This design comes from an exercise in tuning for small area and a short achievable clock period on the open sky130 flow, not from production work.
Only simulation tests tie the RTL to the original design; equivalence was not proved.
Power and IR drop assume default switching activity.

==> flow/design.v, too long to show whole: its modules and the start of the top module <==
// module bxor: 3 lines
// module bmaj: 3 lines
// module bpp: 3 lines
// module bsel: 3 lines
// module bseln: 3 lines
// module bppn: 3 lines
// module baoi: 3 lines
// module boai: 3 lines
// module bnand: 3 lines
// module bnor: 3 lines
// module bxnor: 3 lines
// module pipelined_boothe_multiplier: 6133 lines
module pipelined_boothe_multiplier #(
    parameter WIDTH = 32
) (
    input clk,
    input reset,
    input en,
    input [WIDTH - 1: 0] md,
    input [WIDTH - 1: 0] mr,
    output [(2 * WIDTH) - 1: 0] s_result
);
  // ...
==> flow/run.sh <==
#!/bin/bash
# synth_recipe.tcl (not shown) runs the flow's synth.tcl, then flattens the netlist and writes it again
# the make line also repeats each setting of config.mk as NAME=value (left out here)
make -C /OpenROAD-flow-scripts/flow DESIGN_CONFIG=/design/flow/config.mk WORK_HOME=/design/flow/orfs CLKGATE_MAP_FILE= SYNTH_SCRIPT=/design/flow/synth_recipe.tcl finish
==> flow/config.mk <==
export PLATFORM = sky130hd
export DESIGN_NAME = pipelined_boothe_multiplier
export DESIGN_NICKNAME = pipelined_boothe_multiplier
export VERILOG_FILES = /design/flow/design.v
export SDC_FILE = /design/flow/constraint.sdc
export NUM_CORES = 4
export LEC_CHECK = 0
export CAP_MARGIN = 20
export CORE_MARGIN = 2
export CORE_UTILIZATION = 60
export CTS_CLUSTER_DIAMETER = 100
export CTS_CLUSTER_SIZE = 34
export PLACE_DENSITY = 0.7
export SETUP_SLACK_MARGIN = 2.85
export SLEW_MARGIN = 20
export SYNTH_HIERARCHICAL = 1
export SYNTH_MINIMUM_KEEP_SIZE = 0
export TNS_END_PERCENT = 60
==> flow/constraint.sdc <==
create_clock -name core_clock -period 5.0 [get_ports {clk}]
set_input_delay 1.0000 -clock core_clock [delete_from_list [all_inputs] [get_ports {clk}]]
set_output_delay 1.0000 -clock core_clock [all_outputs]
set_load 0.01 [all_outputs]
==> flow_summary.json, run 1 <==
{
  "grt_pass1_vias": 37880,
  "p_int_mw": 40.30,
  "swShare_pct": 32.75,
  "nNonClkInverters": 105,
  "rows": 129,
  "synthCells": 5776,
  "antenna_found_initial": 1,
  "synth_top_family_by_area": "XOR/XNOR gates",
  "worstPathArrival_ns": 1.14,
  "grt_overflow_total": 0,
  "critPathMaxFanout": 1,
  "pwr-share-comb_pct": 35.6,
  "cp.required_ns": 4.00,
  "ir_worst_vdd_uv": 294.6,
  "rsz0062_at_grt": "true",
  "status": "timing/DRC/antenna clean",
  "finalCritPeriodShare_pct": 42.74,
  "synth_most_common_cell": "dfxtp_1",
  "reg2reg_from": "s2[128]",
  "fin_nets": 6087,
  "seq_area_um2": 47360,
  "ys_warn_count": 7,
  "clk_latency_ns": 0.71,
  "cp.depth": 1,
  "io_buffers": 129,
  "cts_setup_buffers": 0
}
==> run 2, diff against run 1 <==
--- a/flow/config.mk
+++ b/flow/config.mk
@@ -11,3 +11,3 @@
 export CTS_CLUSTER_DIAMETER = 100
-export CTS_CLUSTER_SIZE = 34
+export CTS_CLUSTER_SIZE = 30
 export PLACE_DENSITY = 0.7
==> flow_summary.json, run 2 <==
{
  "status": "timing/DRC/antenna clean",
  "final_cell_mix": "2,148 x dfxtp_1, 1,284 x xor2_1, 431 x maj3_2, 305 x xnor2_1",
  "grtUsageTotal_pct": 18.80,
  "die_h_um": 357.5,
  "syn_nets": 5871,
  "worstRegToRegCells": 6,
  "critPathMaxFanout": 1,
  "detail_route.wirelength_um": 120300,
  "worstMarginPinSlew_ns": 0.6932,
  "coreArea_um2": 123800,
  "die-area_um2": 127800,
  "mostFrequentLayoutCell": "dfxtp_1",
  "synth_most_common_cell": "dfxtp_1",
  "num_vias": 38700,
  "hold_end": "s16[40]",
  "synthArstFlopShare_pct": 0,
  "grt_overflow_total": 0,
  "synth_top_flop_cell": "dfxtp_1",
  "layoutNonFillerInstCount": 7653,
  "max_slew_margin_pct": 53.36,
  "cts_htree_levels": 3,
  "critical_path_class": "reg2out",
  "hold_violations": 0,
  "firstDrtPassIters": 8,
  "synthCells": 5776,
  "cp_slowest_cell": "dfxtp_1",
  "cts_buffer_depth": 3,
  "power_mw": 60.35,
  "synth_common_cells": "2,345 x dfxtp_1, 1,328 x xor2_1, 431 x maj3_2",
  "drv_cap": 0,
  "avgSynthCellArea_um2": 12.98,
  "reg2reg_setup_slack_ns": 2.91,
  "grt_pass1_vias": 38130,
  "design_area_um2": 81610,
  "setup_viol": 0,
  "reg2reg_from": "s2[93]",
  "multi_input_area_um2": 28130,
  "synth-seq-cells": 2345,
  "die_w_um": 357.5,
  "seq_area_um2": 47360,
  "syn-cell-area_um2": 74980,
  "yosys.area.top_type_share_pct": 62.61,
  "synth_area_leaders": "dfxtp_1 63%, xor2_1 16%, maj3_2 6.5%",
  "post-place-cells": 7536,
  "ys_warn_count": 7,
  "io_buffers": 129,
  "numCtsBuffers": 91,
  "clkTransAtPathRegs_ns": 0.10,
  "start_util_pct": 60.57,
  "fin_setup_tns_ns": 0,
  "p_leak_nw": 33.27,
  "crit_buf_inv": 1,
  "drv_slew": 0,
  "power_density_nw_per_um2": 739.5,
  "ant_nets": 0,
  "num_io_pins": 131,
  "dp_hpwl_um": 88380,
  "fin_nets": 6092,
  "n_fill_cell": 9279,
  "dr.first_iter.drc_count": 1713,
  "clkSinkCount": 2345,
  "gp_congestion": 0.8459,
  "antenna_found_initial": 2,
  "drc_errors": 0,
  "r2r-end": "s3[45]",
  "ir_worst_vdd_uv": 340.8,
  "cts_tree": "yes",
  "synth_edf_count": 0,
  "yosysSeqAreaShare_pct": 62.61,
  "holdCritPathClass": "reg2reg",
  "placed_area_um2": 78300,
  "avgRoutedWirePerCell_um": 15.72,
  "final.min_clock_period_ns": 2.149,
  "holdPathStages": 0,
  "grt_pass1_wl_um": 195700,
  "finalClockSkew_ns": 0.03939,
  "crit_family": "flip-flops",
  "grt_start_max_net_pins": 38,
  "path_cells": "buf_2",
  "max_freq_ghz": 0.4653,
  "cp-end-kind": "output port",
  "rows": 129,
  "cp.required_ns": 4.00,
  "hp-start": "s15[40]",
  "finalWorstSetupSlack_ns": 2.851,
  "area_growth_pct": 8.837,
  "reg_top3": "s3 (152), s4 (152), s2 (150)",
  "clk_latency_ns": 0.71,
  "cts_root_buffer": "clkbuf_16",
  "drive_gt1_share_pct": 16.31,
  "ys_types": 42,
  "vias_per_cell": 5.056,
  "worstPathArrival_ns": 1.15,
  "rsz0062_at_grt": "true",
  "post-place-ws_ns": 2.051,
  "slowest_delay_ns": 0.32,
  "synth_top_cell_by_area": "dfxtp_1",
  "cp-start-kind": "flip-flop",
  "finalCritPeriodShare_pct": 42.98
}
-- run 2: cell families (layout without fill, tap and decap cells) --
group	after synthesis	in the layout	share of synthesized area, %
and+or+nand+nor	472	473	3.321
muxes	3	3	0.04005
AOI/OAI and AO/OA	751	751	7.414
buffers and inverters	113	351	0.5824
adders and majority gates	459	459	6.960
DFF	2345	2345	62.61
other	0	1	0
xor gates and xnor gates	1633	1633	19.07
-- run 2: worst max path at each step --
stage               startpoint      endpoint  slack [ns]  cells after the start
finish                 s32[45]  s_result[45]        2.85                      1
global route           s32[39]  s_result[39]        2.78                      1
CTS                     s5[27]        s6[38]        2.68                      6
detailed placement       reset       s32[63]        2.05                      5
global placement         reset       s32[63]        2.13                      5
floorplan              s4[148]        s5[42]        2.85                      5
-- run 2: modules after synthesis (local to each module, per instance) --
module	copies in the design	cells inside	cell area, um^2
baoi	96	1	8.758
bmaj	431	1	11.26
bnand	75	1	3.754
bnor	58	1	3.754
boai	75	1	5.005
bsel	256	1	8.758
bseln	256	1	6.256
bxnor	277	1	8.758
bxor	1305	1	8.758
pipelined_boothe_multiplier	1	2947	50710
-- run 2: timing repair --
item / CTS / global route
gates cloned: 1 / 0
buffers inserted: 1 / 3
gates resized for setup: 380 / 227
endpoints found under the setup margin: 360 / 303
pin swaps: 0 / 3
endpoints found under the hold margin: 0 / 0
hold buffers: 0 / 0
-- run 2: cell type report --
cell class              instances  area share [%]
flip-flops and latches       2345           58.04
clock inverters                17          0.3066
repair buffers                135           1.337
diodes                          1        0.003066
multi-input cells            3319           34.47
clock buffers                  94           2.856
well taps                    1637           2.510
inverters                     105          0.4830
-- run 2: metrics by stage --
| step | hold slack (ns) | utilization (%) |
|---|---|---|
| 2_1_floorplan | 0.3096 | - |
| 3_3_place_gp | 0.3095 | 63.25 |
| 3_5_place_dp | 0.3121 | 63.25 |
| 4_1_cts | 0.3152 | 65.35 |
| 5_1_grt | 0.3220 | 65.92 |
| 6_report | 0.3192 | 65.92 |
-- run 2: routing by layer --
| layer | share of wire (%) | track usage, % | vias to the layer above |
|---|---|---|---|
| li1 | - | - | 19700 |
| met1 | 45 | 23.73 | 18230 |
| met2 | 49 | 33.23 | 585 |
| met3 | 3.6 | 2.397 | 173 |
| met4 | 2.6 | 6.345 | 2 |
| met5 | 0.0058 | 0 | - |
-- run 2: power by group --
group	total, mW	internal [mW]	switching (mW)	leakage (nW)
sequential	30.5	27.6	2.89	19.8
combinational	21.2	9.61	11.6	12.2
clock	8.66	3.46	5.20	1.26
==> run 3, diff against run 2 <==
--- a/flow/config.mk
+++ b/flow/config.mk
@@ -10,2 +10,3 @@
 export CORE_UTILIZATION = 60
+export CTS_BUF_LIST = sky130_fd_sc_hd__clkbuf_16 sky130_fd_sc_hd__clkbuf_4
 export CTS_CLUSTER_DIAMETER = 100
==> flow_summary.json, run 3 <==
{
  "design_area_um2": 81610,
  "avgRoutedWirePerCell_um": 15.72,
  "num_io_pins": 131,
  "cts_buffer_depth": 3,
  "num_vias": 38680,
  "ant_nets": 0,
  "yosysSeqAreaShare_pct": 62.61,
  "dp_hpwl_um": 88380,
  "power_mw": 60.35,
  "ctsHoldBuffers": 0,
  "synth_top_flop_cell": "dfxtp_1",
  "drive_gt1_share_pct": 16.33,
  "finalCritPeriodShare_pct": 42.98,
  "r2r-end": "s4[37]",
  "clkSinkCount": 2345,
  "finalClockSkew_ns": 0.03922,
  "drv_cap": 0,
  "yosys.area.top_type_share_pct": 62.61,
  "max_slew_margin_pct": 53.36,
  "use_met3_pct": 2.397,
  "power_density_nw_per_um2": 739.5,
  "cts_htree_levels": 3,
  "synth_edf_count": 0,
  "reg2reg_setup_slack_ns": 2.91,
  "die_w_um": 357.5,
  "cp_slowest_cell": "dfxtp_1",
  "drc_errors": 0,
  "clkTransAtPathRegs_ns": 0.10,
  "slowest_delay_ns": 0.32,
  "clk_latency_ns": 0.71,
  "synth_top_cell_by_area": "dfxtp_1",
  "crit_buf_inv": 1,
  "fin_setup_tns_ns": 0,
  "final_cell_mix": "2,148 x dfxtp_1, 1,284 x xor2_1, 431 x maj3_2, 305 x xnor2_1",
  "cp.required_ns": 4.00,
  "setup_viol": 0,
  "fin_nets": 6092,
  "grt_start_max_net_pins": 38,
  "grt_pass1_wl_um": 195700,
  "synth_common_cells": "2,345 x dfxtp_1, 1,328 x xor2_1, 431 x maj3_2",
  "grt_use_met2_pct": 33.23,
  "critPathLaunch": "s32[45]",
  "ys_warn_count": 7,
  "worstPathArrival_ns": 1.15,
  "holdCritPathClass": "reg2reg",
  "coreArea_um2": 123800,
  "io_buffers": 129,
  "detail_route.wirelength_um": 120300,
  "p_leak_nw": 33.27,
  "grt_pass1_vias": 38130,
  "rsz0062_at_grt": "true",
  "synthArstFlopShare_pct": 0,
  "area_growth_pct": 8.842,
  "hold_ws_ns": 0.3192,
  "synth_area_leaders": "dfxtp_1 63%, xor2_1 16%, maj3_2 6.5%",
  "post-place-cells": 7536,
  "vias_per_cell": 5.054,
  "critical_path_class": "reg2out",
  "hp-start": "s15[40]",
  "grt_use_met1_pct": 23.73,
  "cts_root_buffer": "clkbuf_16",
  "synth-seq-cells": 2345,
  "grtUsageTotal_pct": 18.80,
  "utilization_pct": 65.92,
  "status": "timing/DRC/antenna clean",
  "hold_violations": 0,
  "ys_types": 42,
  "rows": 129,
  "holdPathStages": 0,
  "gp_congestion": 0.8459,
  "mostFrequentLayoutCell": "dfxtp_1",
  "ir_worst_vdd_uv": 340.8,
  "cp-start-kind": "flip-flop",
  "max_freq_ghz": 0.4653,
  "post-place-ws_ns": 2.051,
  "synth_most_common_cell": "dfxtp_1",
  "reg_top3": "s3 (152), s4 (152), s2 (150)",
  "path_cells": "buf_2",
  "grt_busiest_layer": "met2",
  "cp-end-kind": "output port",
  "n_fill_cell": 9280,
  "placed_area_um2": 78300,
  "start_util_pct": 60.57,
  "critPathMaxFanout": 1,
  "die_h_um": 357.5,
  "reg2reg_from": "s3[132]",
  "antenna_found_initial": 2,
  "drv_slew": 0,
  "dr.first_iter.drc_count": 1713,
  "final.min_clock_period_ns": 2.149,
  "firstDrtPassIters": 8,
  "numCtsBuffers": 91,
  "syn-cell-area_um2": 74980,
  "syn_nets": 5871,
  "finalWorstSetupSlack_ns": 2.851,
  "cts_tree": "yes",
  "die-area_um2": 127800,
  "synthCells": 5776,
  "hold_end": "s16[40]",
  "layoutNonFillerInstCount": 7653,
  "crit_family": "flip-flops",
  "worstMarginPinSlew_ns": 0.6932,
  "worstRegToRegCells": 6,
  "grt_overflow_total": 0,
  "avgSynthCellArea_um2": 12.98
}
[run 3: area by class of cell]
class	count	area, um^2	share of cell area [%]
Sequential cell	2345	47360	58.03
Multi-Input combinational cell	3319	28130	34.47
Clock buffer	94	2335	2.861
Tap cell	1637	2048	2.510
Timing Repair Buffer	135	1091	1.337
Inverter	105	394.1	0.4829
Clock inverter	17	250.2	0.3066
Antenna cell	1	2.502	0.003066
[run 3: Yosys stat by module, one instance, submodules excluded, excerpt]
module | times used | flip-flops and latches | cell area, um^2
pipelined_boothe_multiplier | 1 | 2345 | 50710
bxor | 1305 | 0 | 8.758
baoi | 96 | 0 | 8.758
bxnor | 277 | 0 | 8.758
bsel | 256 | 0 | 8.758
bseln | 256 | 0 | 6.256
boai | 75 | 0 | 5.005
bnand | 75 | 0 | 3.754
bnor | 58 | 0 | 3.754
[run 3: worst max path at each step]
stage,end,slack [ns],cells past startpoint
floorplan,s5[42],2.85,5
global placement,s32[63],2.13,5
detailed placement,s32[63],2.05,5
CTS,s6[38],2.68,6
global route,s_result[39],2.78,1
finish,s_result[45],2.85,1
[run 3: logic make-up (layout without fill, tap and decap cells)]
kind of cell    Yosys count  after routing  synth area share, %
flops                  2345           2345                62.61
xor+xnor               1633           1633                19.07
compound gates          751            751                7.414
simple gates            472            473                3.321
fa+ha+maj               459            459                6.960
buf+inv                 113            351               0.5824
mux                       3              3              0.04005
other cells               0              1                    0
[run 3: timing repair]
action                     4_1_cts  5_1_grt
setup buffers                    1        3
setup endpoints to repair      360      303
gates cloned                     1        0
resized for setup              380      227
pin swaps                        0        3
[run 3: routing by layer]
layer	wire length, um	up-vias
li1	-	19700
met1	53840	18220
met2	59110	577
met3	4229	177
met4	3108	2
met5	7	-
[run 3: where the power goes]
group          total, mW  internal, mW  switching, mW  leakage (nW)
clock               8.67          3.47           5.20          1.26
sequential          30.5          27.6           2.89          19.8
combinational       21.2          9.61           11.6          12.2
total               60.4          40.7           19.7          33.3
==> run 4, diff against run 3 <==
--- a/flow/config.mk
+++ b/flow/config.mk
@@ -10,5 +10,5 @@
 export CORE_UTILIZATION = 60
-export CTS_BUF_LIST = sky130_fd_sc_hd__clkbuf_16 sky130_fd_sc_hd__clkbuf_4
+export CTS_BUF_LIST = sky130_fd_sc_hd__clkbuf_16 sky130_fd_sc_hd__clkbuf_8
 export CTS_CLUSTER_DIAMETER = 100
-export CTS_CLUSTER_SIZE = 30
+export CTS_CLUSTER_SIZE = 24
 export PLACE_DENSITY = 0.7
==> flow_summary.json, run 4 <==
{
  "critical_path_class": "reg2out",
  "holdCritPathClass": "reg2reg",
  "hold_end": "s11[42]",
  "yosysSeqAreaShare_pct": 62.61,
  "hold_ws_ns": 0.2918,
  "die_h_um": 357.5,
  "synth_edf_count": 0,
  "ant_nets": 0,
  "cp-end-kind": "output port",
  "pwr-share-comb_pct": 34.7,
  "drv_slew": 0,
  "clkSinkCount": 2345,
  "cp-start-kind": "flip-flop",
  "syn-cell-area_um2": 74980,
  "switchingPower_mw": 19.88,
  "n_fill_cell": 9213,
  "die-area_um2": 127800,
  "synth_common_cells": "2,345 x dfxtp_1, 1,328 x xor2_1, 431 x maj3_2",
  "critPathMaxFanout": 1,
  "reg2reg_from": "s4[125]",
  "coreArea_um2": 123800,
  "reg2reg_setup_slack_ns": 2.89,
  "crit_buf_inv": 1,
  "path_cells": "buf_6",
  "grtUsageTotal_pct": 19.17,
  "drc_errors": 0,
  "cts_root_buffer": "clkbuf_16",
  "p_int_mw": 41.23,
  "worstMarginPinSlew_ns": 0.7568,
  "antenna_found_initial": 2,
  "hp-start": "s10[42]",
  "final.min_clock_period_ns": 2.177,
  "die_w_um": 357.5,
  "yosys.area.top_type_share_pct": 62.61,
  "max_freq_ghz": 0.4594,
  "seq_power_share_pct": 50.0,
  "seq_area_um2": 47360,
  "drv_cap": 0,
  "fin_nets": 6108,
  "worstPathArrival_ns": 1.18,
  "cts_buffer_depth": 3,
  "grt_pass1_vias": 38820,
  "finalClockSkew_ns": 0.04690,
  "max_slew_margin_pct": 49.48,
  "synth_most_common_cell": "dfxtp_1",
  "clk_latency_ns": 0.73,
  "slowest_delay_ns": 0.33,
  "rows": 129,
  "utilization_pct": 66.22,
  "synth_top_cell_by_area": "dfxtp_1",
  "grt_overflow_total": 0,
  "p_leak_nw": 33.47,
  "io_buffers": 129,
  "setup_viol": 0,
  "ir_worst_vdd_uv": 403.4,
  "dp_hpwl_um": 88380,
  "clkTransAtPathRegs_ns": 0.09,
  "fin_setup_tns_ns": 0,
  "numCtsBuffers": 108,
  "start_util_pct": 60.57,
  "r2r-end": "s5[86]",
  "cts_htree_levels": 3,
  "num_vias": 38860,
  "crit_family": "flip-flops",
  "ys_types": 42,
  "synth_top_flop_cell": "dfxtp_1",
  "grt_pass1_wl_um": 199300,
  "synth_area_leaders": "dfxtp_1 63%, xor2_1 16%, maj3_2 6.5%",
  "status": "timing/DRC/antenna clean",
  "mostFrequentLayoutCell": "dfxtp_1",
  "cp.required_ns": 4.00,
  "gp_congestion": 0.8459,
  "detail_route.wirelength_um": 122500,
  "avgRoutedWirePerCell_um": 15.98,
  "synthCells": 5776,
  "firstDrtPassIters": 5,
  "synth-seq-cells": 2345,
  "ys_warn_count": 7,
  "placed_area_um2": 78300,
  "num_io_pins": 131,
  "power_mw": 61.11,
  "synthArstFlopShare_pct": 0,
  "hold_violations": 0,
  "worstRegToRegCells": 6,
  "final_cell_mix": "2,155 x dfxtp_1, 1,287 x xor2_1, 431 x maj3_2, 304 x xnor2_1",
  "drive_gt1_share_pct": 16.34,
  "power_frac_clock_pct": 15.2,
  "vias_per_cell": 5.070,
  "multi_input_area_um2": 28100,
  "avgSynthCellArea_um2": 12.98,
  "cp_slowest_cell": "dfxtp_2",
  "rsz0062_at_grt": "true",
  "syn_nets": 5871,
  "design_area_um2": 81980,
  "swShare_pct": 32.54,
  "grt_start_max_net_pins": 38,
  "finalCritPeriodShare_pct": 43.53,
  "ctsHoldBuffers": 0,
  "dr.first_iter.drc_count": 1546,
  "reg_top3": "s3 (152), s4 (152), s2 (150)",
  "power_density_nw_per_um2": 745.5,
  "area_growth_pct": 9.336,
  "cts_tree": "yes",
  "holdPathStages": 0
}
==> run 4: timing repair <==
action / in CTS / in global routing
setup endpoints to repair: 357 / 304
pin swaps: 0 / 2
gates resized for setup: 381 / 221
cloned: 1 / 0
buffers inserted: 1 / 2
==> run 4: cell families (layout without fill, tap and decap cells) <==
logic type / Yosys count / in the layout / synth area share, %
compound gates: 751 / 751 / 7.414
xor+xnor: 1633 / 1633 / 19.07
fa+ha+maj: 459 / 459 / 6.960
flops: 2345 / 2345 / 62.61
other cells: 0 / 1 / 0
simple gates: 472 / 473 / 3.321
mux: 3 / 3 / 0.04005
buf+inv: 113 / 363 / 0.5824
==> run 4: modules after synthesis, one instance, submodules excluded <==
module | cells | flip-flops and latches | times used
baoi | 1 | 0 | 96
bsel | 1 | 0 | 256
bnand | 1 | 0 | 75
bxor | 1 | 0 | 1305
bmaj | 1 | 0 | 431
boai | 1 | 0 | 75
bnor | 1 | 0 | 58
bseln | 1 | 0 | 256
bxnor | 1 | 0 | 277
pipelined_boothe_multiplier | 2947 | 2345 | 1
==> run 4: metal layers <==
layer,wire length (um),up-vias,global-route usage (%)
met2,60390,613,34.07
met5,7,-,0
met4,3419,2,6.672
met3,4237,216,2.412
met1,54410,18300,23.99
li1,-,19740,-
==> run 4: power groups by stage <==
stage / Clock (mW) / Combinational [mW] / Sequential (mW)
2_1_floorplan: 0 / 17.3 / 29.8
3_3_place_gp: 0 / 20.9 / 30.4
3_5_place_dp: 0 / 21.1 / 30.9
4_1_cts: 9.70 / 21.2 / 30.7
5_1_grt: 10.3 / 23.5 / 31.5
6_report: 9.31 / 21.2 / 30.6
==> run 4: layout make-up <==
cell class | instances | share of cell area, %
Clock buffer | 112 | 3.364
Sequential cell | 2345 | 57.77
Clock inverter | 12 | 0.2778
Multi-Input combinational cell | 3319 | 34.28
Antenna cell | 1 | 0.003052
Inverter | 105 | 0.4807
Timing Repair Buffer | 134 | 1.329
Tap cell | 1637 | 2.498
==> run 4: worst max-delay path by stage <==
stage               slack (ns)      endpoint    start  cells after the start
global route              2.74  s_result[13]  s32[13]                      1
CTS                       2.68        s6[38]   s5[27]                      6
floorplan                 2.85        s5[42]  s4[148]                      5
detailed placement        2.05       s32[63]    reset                      5
global placement          2.13       s32[63]    reset                      5
finish                    2.82  s_result[44]  s32[44]                      1
==> run 4: metrics by stage <==
step	instances	worst slack (ns)
2_1_floorplan	5776	2.850
3_3_place_gp	7536	2.127
3_5_place_dp	7536	2.051
4_1_cts	7662	2.679
5_1_grt	7664	2.739
6_report	7665	2.823

## afterwards: timing with drivers on the ports
The results above use ideal ports. As a check the final layouts listed here were re-extracted and re-timed, cells and wires unchanged. Step 1: set_driving_cell puts a clkbuf_16 on clk and a buf_2 on each other input, an assumption about the parent block. Step 2 times the ports against the registers' clock, not the clock port: input delays grow and output delays shrink by t, the midpoint of the rising clock arrivals with the driver on. Slacks: ideal / step 1 / step 2; pairs: ideal / step 1.
| run | t, ns | setup WS [ns] | worst slew at a driven data input, ns |
|---|---|---|---|
| run 1 | 0.755 | 2.863 / 2.793 / 2.542 | 0.12 |
| run 2 | 0.766 | 2.851 / 2.780 / 2.499 | 0.11 |
| run 3 | 0.766 | 2.851 / 2.780 / 2.499 | 0.11 |
| run 4 | 0.780 | 2.823 / 2.754 / 2.517 | 0.11 |
After both steps every run listed still meets setup and hold.
